From an optimization exercise on the open Yosys and OpenROAD flow, aimed at small area, a short achievable clock period and few clock cycles; shortcuts taken in it are not production practice.
Power is estimated from default activity; no workload was simulated.

==> run a <==
Design CORDIC, start of the top module:
module CORDIC #(parameter integer W = 32)
(
    input wire clk,
    input wire start,
    input wire signed [31:0] x,
    input wire signed [31:0] y,
    output wire signed [W-1:0]phi,
    output wire done
);
reg [31:0] xr;
reg [31:0] yr;
reg [31:0] z;
reg [4:0] cnt;
reg dn;
reg [0:0] b27;   
reg [2:0] ff;
reg [1:0] c0;
wire d = yr[31];
wire [31:0] xs, ys, xn, yn, zn;
cordic_addsub u_addx (.a(xr), .src(yr), .s({cnt[4:1], c0[0]}), .inv(d), .ld(start), .din(x), .o(xn));
cordic_addsub u_addy (.a(yr), .src(xr), .s({cnt[4:1], ~c0[1]}), .inv(~d), .ld(start), .din(y), .o(yn));
wire [31:0] za;
cordic_ztab u_tab (.i(cnt), .d(d), .dn(dn), .o(za));
cordic_add u_addz (.a(z), .b(za), .o(zn));
wire b26 = ~d;
wire [2:0] fnext;
assign fnext[0] = z[4] & (b26 ? (~z[5] & (&z[10:6])) : (&z[10:5]));
assign fnext[1] = z[4] & (b26 ? (~z[5] & (&z[17:6])) : (&z[17:5]));
assign fnext[2] = z[4] & (b26 ? (~z[5] & (&z[24:6])) : (&z[24:5]));
cordic_fin u_fin (.a(z), .b(b27), .f(ff), .o(phi));
assign done = dn;
always @(posedge clk) begin
    xr <= xn;
    yr <= yn;
    if (start)
        z <= 32'h906dfdfb;
    else
        z <= zn;
    if (start) begin
        cnt <= 5'd0;
        dn  <= 1'b0;
        c0[0] <= 1'b0;
        c0[1] <= 1'b1;
    end else if (!dn) begin
        cnt <= cnt + 5'd1;
        dn  <= (cnt == 5'd26);
        b27 <= {~yn[31]};
        c0[0] <= ~c0[0];
        c0[1] <= ~c0[1];
        if (cnt == 5'd26) ff <= fnext;
    end
end
endmodule
export LEC_CHECK = 0
export ABC_AREA = 1
export CAP_MARGIN = 20
export CORE_MARGIN = 2
export CORE_UTILIZATION = 40
export SETUP_SLACK_MARGIN = 4.2
export SLEW_MARGIN = 20
export SYNTH_HIERARCHICAL = 1
export SYNTH_MINIMUM_KEEP_SIZE = 0
create_clock -name core_clock -period 7.5 [get_ports {clk}]
run.sh (not shown) runs the stock make flow with config.mk's settings and CLKGATE_MAP_FILE= SYNTH_SCRIPT=/design/flow/synth_recipe.tcl, a recipe that flattens the netlist after the stock synthesis.
==> run b: changes against run a <==
==> flow/design.v (replaced) <==
module CORDIC #(parameter integer W = 32)
(
    input wire clk,
    input wire start,
    input wire signed [31:0] x,
    input wire signed [31:0] y,
    output wire signed [W-1:0]phi,
    output wire done
);
reg [31:0] xr;
reg [31:0] yr;
reg [31:0] z;
reg [4:0] cnt;
reg dn;
reg [0:0] b27;   
reg [2:0] ff;
reg [1:0] c0;
wire d = yr[31];
wire [31:0] xs, ys, xn, yn, zn;
cordic_shr u_shx (.a(yr), .s({cnt[4:1], c0[0]}), .o(xs));
cordic_shr u_shy (.a(xr), .s({cnt[4:1], ~c0[1]}), .o(ys));
cordic_addsub u_addx (.a(xr), .b(xs), .inv(d), .o(xn));
cordic_addsub u_addy (.a(yr), .b(ys), .inv(~d), .o(yn));
wire [31:0] za;
cordic_ztab u_tab (.i(cnt), .d(d), .dn(dn), .o(za));
cordic_add u_addz (.a(z), .b(za), .o(zn));
wire b26 = ~d;
wire [2:0] fnext;
assign fnext[0] = z[4] & (b26 ? (~z[5] & (&z[10:6])) : (&z[10:5]));
assign fnext[1] = z[4] & (b26 ? (~z[5] & (&z[17:6])) : (&z[17:5]));
assign fnext[2] = z[4] & (b26 ? (~z[5] & (&z[24:6])) : (&z[24:5]));
cordic_fin u_fin (.a(z), .b(b27), .f(ff), .o(phi));
assign done = dn;
always @(posedge clk) begin
    if (start) begin
        xr  <= x;
        yr  <= y;
        z   <= 32'h906dfdfb;
    end else begin
        xr  <= xn;
        yr  <= yn;
        z   <= zn;
    end
    if (start) begin
        cnt <= 5'd0;
        dn  <= 1'b0;
        c0[0] <= 1'b0;
        c0[1] <= 1'b1;
    end else if (!dn) begin
        cnt <= cnt + 5'd1;
        dn  <= (cnt == 5'd26);
        b27 <= {~yn[31]};
        c0[0] <= ~c0[0];
        c0[1] <= ~c0[1];
        if (cnt == 5'd26) ff <= fnext;
    end
end
endmodule
module cordic_shr (input wire [31:0] a, input wire [4:0] s, output wire [31:0] o);
wire [31:0] l0 = s[0] ? {{1{a[31]}}, a[31:1]} : a;
wire [31:0] l1 = s[1] ? {{2{l0[31]}}, l0[31:2]} : l0;
wire [31:0] l2 = s[2] ? {{4{l1[31]}}, l1[31:4]} : l1;
wire [31:0] l3 = s[3] ? {{8{l2[31]}}, l2[31:8]} : l2;
wire [31:0] l4 = s[4] ? {{16{l3[31]}}, l3[31:16]} : l3;
assign o = l4;
endmodule
module cordic_addsub (input wire [31:0] a, input wire [31:0] b, input wire inv, output wire [31:0] o);
wire [31:0] ax;
cordic_xor u_x (.a(a), .s(inv), .o(ax));
wire [31:0] p, g;
cordic_pgx u_pg (.a(a), .ax(ax), .b(b), .cin(inv), .p(p), .g(g));
cordic_pfx u_pfx (.p(p), .g(g), .cin(inv), .o(o));
endmodule
module cordic_xor (input wire [31:0] a, input wire s, output wire [31:0] o);
assign o = a ^ {32{s}};
endmodule
module cordic_pgx (input wire [31:0] a, input wire [31:0] ax, input wire [31:0] b, input wire cin, output wire [31:0] p, output wire [31:0] g);
assign p = ax ^ b;
wire [31:0] g1 = a & ~p;
assign g = {g1[31:1], g1[0] | (p[0] & cin)};
endmodule
module cordic_pfx (input wire [31:0] p, input wire [31:0] g, input wire cin, output wire [31:0] o);
wire G0_1 = g[1] | (p[1] & g[0]);
wire G0_3 = g[3] | (p[3] & g[2]);
wire P0_3 = p[3] & p[2];
wire G0_5 = g[5] | (p[5] & g[4]);
wire P0_5 = p[5] & p[4];
wire G0_7 = g[7] | (p[7] & g[6]);
wire P0_7 = p[7] & p[6];
wire G0_9 = g[9] | (p[9] & g[8]);
wire P0_9 = p[9] & p[8];
wire G0_11 = g[11] | (p[11] & g[10]);
wire P0_11 = p[11] & p[10];
wire G0_13 = g[13] | (p[13] & g[12]);
wire P0_13 = p[13] & p[12];
wire G0_15 = g[15] | (p[15] & g[14]);
wire P0_15 = p[15] & p[14];
wire G0_17 = g[17] | (p[17] & g[16]);
wire P0_17 = p[17] & p[16];
wire G0_19 = g[19] | (p[19] & g[18]);
wire P0_19 = p[19] & p[18];
wire G0_21 = g[21] | (p[21] & g[20]);
wire P0_21 = p[21] & p[20];
wire G0_23 = g[23] | (p[23] & g[22]);
wire P0_23 = p[23] & p[22];
wire G0_25 = g[25] | (p[25] & g[24]);
wire P0_25 = p[25] & p[24];
wire G0_27 = g[27] | (p[27] & g[26]);
wire P0_27 = p[27] & p[26];
wire G0_29 = g[29] | (p[29] & g[28]);
wire P0_29 = p[29] & p[28];
wire G0_31 = g[31] | (p[31] & g[30]);
wire P0_31 = p[31] & p[30];
wire G1_2 = g[2] | (p[2] & G0_1);
wire G1_3 = G0_3 | (P0_3 & G0_1);
wire G1_6 = g[6] | (p[6] & G0_5);
wire P1_6 = p[6] & P0_5;
wire G1_7 = G0_7 | (P0_7 & G0_5);
wire P1_7 = P0_7 & P0_5;
wire G1_10 = g[10] | (p[10] & G0_9);
wire P1_10 = p[10] & P0_9;
wire G1_11 = G0_11 | (P0_11 & G0_9);
wire P1_11 = P0_11 & P0_9;
wire G1_14 = g[14] | (p[14] & G0_13);
wire P1_14 = p[14] & P0_13;
wire G1_15 = G0_15 | (P0_15 & G0_13);
wire P1_15 = P0_15 & P0_13;
wire G1_18 = g[18] | (p[18] & G0_17);
wire P1_18 = p[18] & P0_17;
wire G1_19 = G0_19 | (P0_19 & G0_17);
wire P1_19 = P0_19 & P0_17;
wire G1_22 = g[22] | (p[22] & G0_21);
wire P1_22 = p[22] & P0_21;
wire G1_23 = G0_23 | (P0_23 & G0_21);
wire P1_23 = P0_23 & P0_21;
wire G1_26 = g[26] | (p[26] & G0_25);
wire P1_26 = p[26] & P0_25;
wire G1_27 = G0_27 | (P0_27 & G0_25);
wire P1_27 = P0_27 & P0_25;
wire G1_30 = g[30] | (p[30] & G0_29);
wire P1_30 = p[30] & P0_29;
wire G1_31 = G0_31 | (P0_31 & G0_29);
wire P1_31 = P0_31 & P0_29;
wire G2_4 = g[4] | (p[4] & G1_3);
wire G2_5 = G0_5 | (P0_5 & G1_3);
wire G2_6 = G1_6 | (P1_6 & G1_3);
wire G2_7 = G1_7 | (P1_7 & G1_3);
wire G2_12 = g[12] | (p[12] & G1_11);
wire P2_12 = p[12] & P1_11;
wire G2_13 = G0_13 | (P0_13 & G1_11);
wire P2_13 = P0_13 & P1_11;
wire G2_14 = G1_14 | (P1_14 & G1_11);
wire P2_14 = P1_14 & P1_11;
wire G2_15 = G1_15 | (P1_15 & G1_11);
wire P2_15 = P1_15 & P1_11;
wire G2_20 = g[20] | (p[20] & G1_19);
wire P2_20 = p[20] & P1_19;
wire G2_21 = G0_21 | (P0_21 & G1_19);
wire P2_21 = P0_21 & P1_19;
wire G2_22 = G1_22 | (P1_22 & G1_19);
wire P2_22 = P1_22 & P1_19;
wire G2_23 = G1_23 | (P1_23 & G1_19);
wire P2_23 = P1_23 & P1_19;
wire G2_28 = g[28] | (p[28] & G1_27);
wire P2_28 = p[28] & P1_27;
wire G2_29 = G0_29 | (P0_29 & G1_27);
wire P2_29 = P0_29 & P1_27;
wire G2_30 = G1_30 | (P1_30 & G1_27);
wire P2_30 = P1_30 & P1_27;
wire G2_31 = G1_31 | (P1_31 & G1_27);
wire P2_31 = P1_31 & P1_27;
wire G3_8 = g[8] | (p[8] & G2_7);
wire G3_9 = G0_9 | (P0_9 & G2_7);
wire G3_10 = G1_10 | (P1_10 & G2_7);
wire G3_11 = G1_11 | (P1_11 & G2_7);
wire G3_12 = G2_12 | (P2_12 & G2_7);
wire G3_13 = G2_13 | (P2_13 & G2_7);
wire G3_14 = G2_14 | (P2_14 & G2_7);
wire G3_15 = G2_15 | (P2_15 & G2_7);
wire G3_24 = g[24] | (p[24] & G2_23);
wire P3_24 = p[24] & P2_23;
wire G3_25 = G0_25 | (P0_25 & G2_23);
wire P3_25 = P0_25 & P2_23;
wire G3_26 = G1_26 | (P1_26 & G2_23);
wire P3_26 = P1_26 & P2_23;
wire G3_27 = G1_27 | (P1_27 & G2_23);
wire P3_27 = P1_27 & P2_23;
wire G3_28 = G2_28 | (P2_28 & G2_23);
wire P3_28 = P2_28 & P2_23;
wire G3_29 = G2_29 | (P2_29 & G2_23);
wire P3_29 = P2_29 & P2_23;
wire G3_30 = G2_30 | (P2_30 & G2_23);
wire P3_30 = P2_30 & P2_23;
wire G3_31 = G2_31 | (P2_31 & G2_23);
wire P3_31 = P2_31 & P2_23;
wire G4_16 = g[16] | (p[16] & G3_15);
wire G4_17 = G0_17 | (P0_17 & G3_15);
wire G4_18 = G1_18 | (P1_18 & G3_15);
wire G4_19 = G1_19 | (P1_19 & G3_15);
wire G4_20 = G2_20 | (P2_20 & G3_15);
wire G4_21 = G2_21 | (P2_21 & G3_15);
wire G4_22 = G2_22 | (P2_22 & G3_15);
wire G4_23 = G2_23 | (P2_23 & G3_15);
wire G4_24 = G3_24 | (P3_24 & G3_15);
wire G4_25 = G3_25 | (P3_25 & G3_15);
wire G4_26 = G3_26 | (P3_26 & G3_15);
wire G4_27 = G3_27 | (P3_27 & G3_15);
wire G4_28 = G3_28 | (P3_28 & G3_15);
wire G4_29 = G3_29 | (P3_29 & G3_15);
wire G4_30 = G3_30 | (P3_30 & G3_15);
wire G4_31 = G3_31 | (P3_31 & G3_15);
assign o = p ^ {G4_30, G4_29, G4_28, G4_27, G4_26, G4_25, G4_24, G4_23, G4_22, G4_21, G4_20, G4_19, G4_18, G4_17, G4_16, G3_15, G3_14, G3_13, G3_12, G3_11, G3_10, G3_9, G3_8, G2_7, G2_6, G2_5, G2_4, G1_3, G1_2, G0_1, g[0], cin};
endmodule
module cordic_pfxz (input wire [31:0] p, input wire [31:0] g, input wire cin, output wire [31:0] o);
wire G0_1 = g[1] | (p[1] & g[0]);
wire G0_3 = g[3] | (p[3] & g[2]);
wire P0_3 = p[3] & p[2];
wire G0_5 = g[5] | (p[5] & g[4]);
wire P0_5 = p[5] & p[4];
wire G0_7 = g[7] | (p[7] & g[6]);
wire P0_7 = p[7] & p[6];
wire G0_9 = g[9] | (p[9] & g[8]);
wire P0_9 = p[9] & p[8];
wire G0_11 = g[11] | (p[11] & g[10]);
wire P0_11 = p[11] & p[10];
wire G0_13 = g[13] | (p[13] & g[12]);
wire P0_13 = p[13] & p[12];
wire G0_15 = g[15] | (p[15] & g[14]);
wire P0_15 = p[15] & p[14];
wire G0_17 = g[17] | (p[17] & g[16]);
wire P0_17 = p[17] & p[16];
wire G0_19 = g[19] | (p[19] & g[18]);
wire P0_19 = p[19] & p[18];
wire G0_21 = g[21] | (p[21] & g[20]);
wire P0_21 = p[21] & p[20];
wire G0_23 = g[23] | (p[23] & g[22]);
wire P0_23 = p[23] & p[22];
wire G0_25 = g[25] | (p[25] & g[24]);
wire P0_25 = p[25] & p[24];
wire G0_27 = g[27] | (p[27] & g[26]);
wire P0_27 = p[27] & p[26];
wire G0_29 = g[29] | (p[29] & g[28]);
wire P0_29 = p[29] & p[28];
wire G0_31 = g[31] | (p[31] & g[30]);
wire P0_31 = p[31] & p[30];
wire G1_3 = G0_3 | (P0_3 & G0_1);
wire G1_7 = G0_7 | (P0_7 & G0_5);
wire P1_7 = P0_7 & P0_5;
wire G1_11 = G0_11 | (P0_11 & G0_9);
wire P1_11 = P0_11 & P0_9;
wire G1_15 = G0_15 | (P0_15 & G0_13);
wire P1_15 = P0_15 & P0_13;
wire G1_19 = G0_19 | (P0_19 & G0_17);
wire P1_19 = P0_19 & P0_17;
wire G1_23 = G0_23 | (P0_23 & G0_21);
wire P1_23 = P0_23 & P0_21;
wire G1_27 = G0_27 | (P0_27 & G0_25);
wire P1_27 = P0_27 & P0_25;
wire G1_31 = G0_31 | (P0_31 & G0_29);
wire P1_31 = P0_31 & P0_29;
wire G2_7 = G1_7 | (P1_7 & G1_3);
wire G2_15 = G1_15 | (P1_15 & G1_11);
wire P2_15 = P1_15 & P1_11;
wire G2_23 = G1_23 | (P1_23 & G1_19);
wire P2_23 = P1_23 & P1_19;
wire G2_31 = G1_31 | (P1_31 & G1_27);
wire P2_31 = P1_31 & P1_27;
wire G3_15 = G2_15 | (P2_15 & G2_7);
wire G3_31 = G2_31 | (P2_31 & G2_23);
wire P3_31 = P2_31 & P2_23;
wire G4_31 = G3_31 | (P3_31 & G3_15);
wire G5_23 = G2_23 | (P2_23 & G3_15);
wire G6_11 = G1_11 | (P1_11 & G2_7);
wire G6_19 = G1_19 | (P1_19 & G3_15);
wire G6_27 = G1_27 | (P1_27 & G5_23);
wire G7_5 = G0_5 | (P0_5 & G1_3);
wire G7_9 = G0_9 | (P0_9 & G2_7);
wire G7_13 = G0_13 | (P0_13 & G6_11);
wire G7_17 = G0_17 | (P0_17 & G3_15);
wire G7_21 = G0_21 | (P0_21 & G6_19);
wire G7_25 = G0_25 | (P0_25 & G5_23);
wire G7_29 = G0_29 | (P0_29 & G6_27);
wire G8_2 = g[2] | (p[2] & G0_1);
wire G8_4 = g[4] | (p[4] & G1_3);
wire G8_6 = g[6] | (p[6] & G7_5);
wire G8_8 = g[8] | (p[8] & G2_7);
wire G8_10 = g[10] | (p[10] & G7_9);
wire G8_12 = g[12] | (p[12] & G6_11);
wire G8_14 = g[14] | (p[14] & G7_13);
wire G8_16 = g[16] | (p[16] & G3_15);
wire G8_18 = g[18] | (p[18] & G7_17);
wire G8_20 = g[20] | (p[20] & G6_19);
wire G8_22 = g[22] | (p[22] & G7_21);
wire G8_24 = g[24] | (p[24] & G5_23);
wire G8_26 = g[26] | (p[26] & G7_25);
wire G8_28 = g[28] | (p[28] & G6_27);
wire G8_30 = g[30] | (p[30] & G7_29);
assign o = p ^ {G8_30, G7_29, G8_28, G6_27, G8_26, G7_25, G8_24, G5_23, G8_22, G7_21, G8_20, G6_19, G8_18, G7_17, G8_16, G3_15, G8_14, G7_13, G8_12, G6_11, G8_10, G7_9, G8_8, G2_7, G8_6, G7_5, G8_4, G1_3, G8_2, G0_1, g[0], cin};
endmodule
module cordic_add (input wire [31:0] a, input wire [31:0] b, output wire [31:0] o);
wire [31:0] p, g;
cordic_pgz u_pg (.a(a), .b(b), .p(p), .g(g));
cordic_pfxz u_pfx (.p(p), .g(g), .cin(1'b0), .o(o));
endmodule
module cordic_pgz (input wire [31:0] a, input wire [31:0] b, output wire [31:0] p, output wire [31:0] g);
assign p = a ^ b;
assign g = a & b;
endmodule
module cordic_ztab (input wire [4:0] i, input wire d, input wire dn, output wire [31:0] o);
wire [31:0] t =
    ({32{i == 5'd0}} & 32'h6487ed52) |
    ({32{i == 5'd1}} & 32'h3b58ce0a) |
    ({32{i == 5'd2}} & 32'h1f5b75fa) |
    ({32{i == 5'd3}} & 32'h0feadd4e) |
    ({32{i == 5'd4}} & 32'h07fd56ee) |
    ({32{i == 5'd5}} & 32'h03ffaab8) |
    ({32{i == 5'd6}} & 32'h01fff556) |
    ({32{i == 5'd7}} & 32'h00fffeaa) |
    ({32{i == 5'd8}} & 32'h007fffd6) |
    ({32{i == 5'd9}} & 32'h003ffffa) |
    ({32{i == 5'd10}} & 32'h00200000) |
    ({32{i == 5'd11}} & 32'h00100000) |
    ({32{i == 5'd12}} & 32'h00080000) |
    ({32{i == 5'd13}} & 32'h00040000) |
    ({32{i == 5'd14}} & 32'h00020000) |
    ({32{i == 5'd15}} & 32'h00010000) |
    ({32{i == 5'd16}} & 32'h00008000) |
    ({32{i == 5'd17}} & 32'h00004000) |
    ({32{i == 5'd18}} & 32'h00002000) |
    ({32{i == 5'd19}} & 32'h00001000) |
    ({32{i == 5'd20}} & 32'h00000800) |
    ({32{i == 5'd21}} & 32'h00000400) |
    ({32{i == 5'd22}} & 32'h00000200) |
    ({32{i == 5'd23}} & 32'h00000100) |
    ({32{i == 5'd24}} & 32'h00000080) |
    ({32{i == 5'd25}} & 32'h00000040) |
    ({32{i == 5'd26}} & 32'h00000020);
assign o = (d | dn) ? 32'h0 : t;
endmodule
module cordic_fin (input wire [31:0] a, input wire b, input wire [2:0] f, output wire [31:0] o);
assign o[3:0] = a[3:0];
wire c0 = b;
assign o[4] = a[4] ^ c0;
assign o[5] = a[5] ^ (c0 & (&a[4:4]));
assign o[6] = a[6] ^ (c0 & (&a[5:4]));
assign o[7] = a[7] ^ (c0 & (&a[6:4]));
assign o[8] = a[8] ^ (c0 & (&a[7:4]));
assign o[9] = a[9] ^ (c0 & (&a[8:4]));
assign o[10] = a[10] ^ (c0 & (&a[9:4]));
wire c1 = (b & f[0]);
assign o[11] = a[11] ^ c1;
assign o[12] = a[12] ^ (c1 & (&a[11:11]));
assign o[13] = a[13] ^ (c1 & (&a[12:11]));
assign o[14] = a[14] ^ (c1 & (&a[13:11]));
assign o[15] = a[15] ^ (c1 & (&a[14:11]));
assign o[16] = a[16] ^ (c1 & (&a[15:11]));
assign o[17] = a[17] ^ (c1 & (&a[16:11]));
wire c2 = (b & f[1]);
assign o[18] = a[18] ^ c2;
assign o[19] = a[19] ^ (c2 & (&a[18:18]));
assign o[20] = a[20] ^ (c2 & (&a[19:18]));
assign o[21] = a[21] ^ (c2 & (&a[20:18]));
assign o[22] = a[22] ^ (c2 & (&a[21:18]));
assign o[23] = a[23] ^ (c2 & (&a[22:18]));
assign o[24] = a[24] ^ (c2 & (&a[23:18]));
wire c3 = (b & f[2]);
assign o[25] = a[25] ^ c3;
assign o[26] = a[26] ^ (c3 & (&a[25:25]));
assign o[27] = a[27] ^ (c3 & (&a[26:25]));
assign o[28] = a[28] ^ (c3 & (&a[27:25]));
assign o[29] = a[29] ^ (c3 & (&a[28:25]));
assign o[30] = a[30] ^ (c3 & (&a[29:25]));
assign o[31] = a[31] ^ (c3 & (&a[30:25]));
endmodule
- SETUP_SLACK_MARGIN: 4.2 -> 4
==> results.py <==
metrics = {
    "pwr": {
        "ir_worst_vdd_v": 0.000269,
    },
    "synthesis": {
        "netlist.area_leader.share_pct": 29.9,
        "synthTopCellsByArea": "nand2_1, nand3_1, dfxtp_1",
        "synthMuxAreaShare_pct": 0,
        "synth_edf_count": 4,
        "avgSynthCellArea_um2": 5.25,
    },
    "critical_path": {
        "critPathArrivalTime_ps": 1800,
        "crit_path_end": "phi[5]",
    },
    "die": {
        "die_h_um": 198,
    },
    "outcome": {
        "status": "no timing/DRC/antenna violations",
    },
    "cells_and_area": {
        "final-clk-cell-share_pct": 1.71,
    },
    "clock_tree": {
        "clk_pin_slew_ps": 80,
    },
}
# the run above: run a

==> results.py <==
metrics = {
    "die": {
        "die_h_um": 199,
    },
    "cells_and_area": {
        "syn_to_final_growth_pct": 13.7,
        "fillers": 4123,
        "final-clk-cell-share_pct": 1.74,
        "design.seq.count": 108,
    },
    "clock_tree": {
        "clock_sinks": 108,
        "clk_pin_slew_ps": 90,
    },
    "routing": {
        "drc": 0,
    },
    "sta": {
        "whs_ps": 472,
    },
    "hold_path": {
        "hold_end": "c0[1]$_SDFFE_PP1N_",
    },
    "critical_path": {
        "critPathLaunchType": "flip-flop",
        "required_ps": 7800,
        "critPathArrivalTime_ps": 3690,
        "crit_path_end": "z[31]$_SDFF_PP1_",
    },
    "outcome": {
        "status": "no timing/DRC/antenna violations",
    },
    "synthesis": {
        "avgSynthCellArea_um2": 5.40,
    },
}
# the run above: run b

Function was not checked in any run of this note: the RTL went through the layout flow alone.

## re-timing with driven ports
Ports are ideal in the flow. The routed layouts listed here were re-timed in OpenROAD. Step 1 (the two cells are an assumption about what drives the block):
set clk [get_ports {clk}]
set_driving_cell -lib_cell sky130_fd_sc_hd__clkbuf_16 $clk
set_driving_cell -lib_cell sky130_fd_sc_hd__buf_2 [delete_from_list [all_inputs] $clk]
Step 2 also shifts input and output timing later by t, the mid clock arrival at the registers, as if the neighbouring blocks saw the same clock. Slacks: no drivers / after step 1 / after step 2; pairs: no drivers / after step 1.
| run | shift t [ns] | setup WS [ns] | pins driven straight from the clock port |
|---|---|---|---|
| run a | 0.454 | 4.198 / 4.140 / 4.090 | 1 |
| run b | 0.451 | 4.107 / 4.060 / 4.107 | 1 |
After both steps setup and hold are still met in every run listed. The setup slack of run a, which loses most, moves by -0.058 ns with the drivers and by -0.108 ns with both steps.
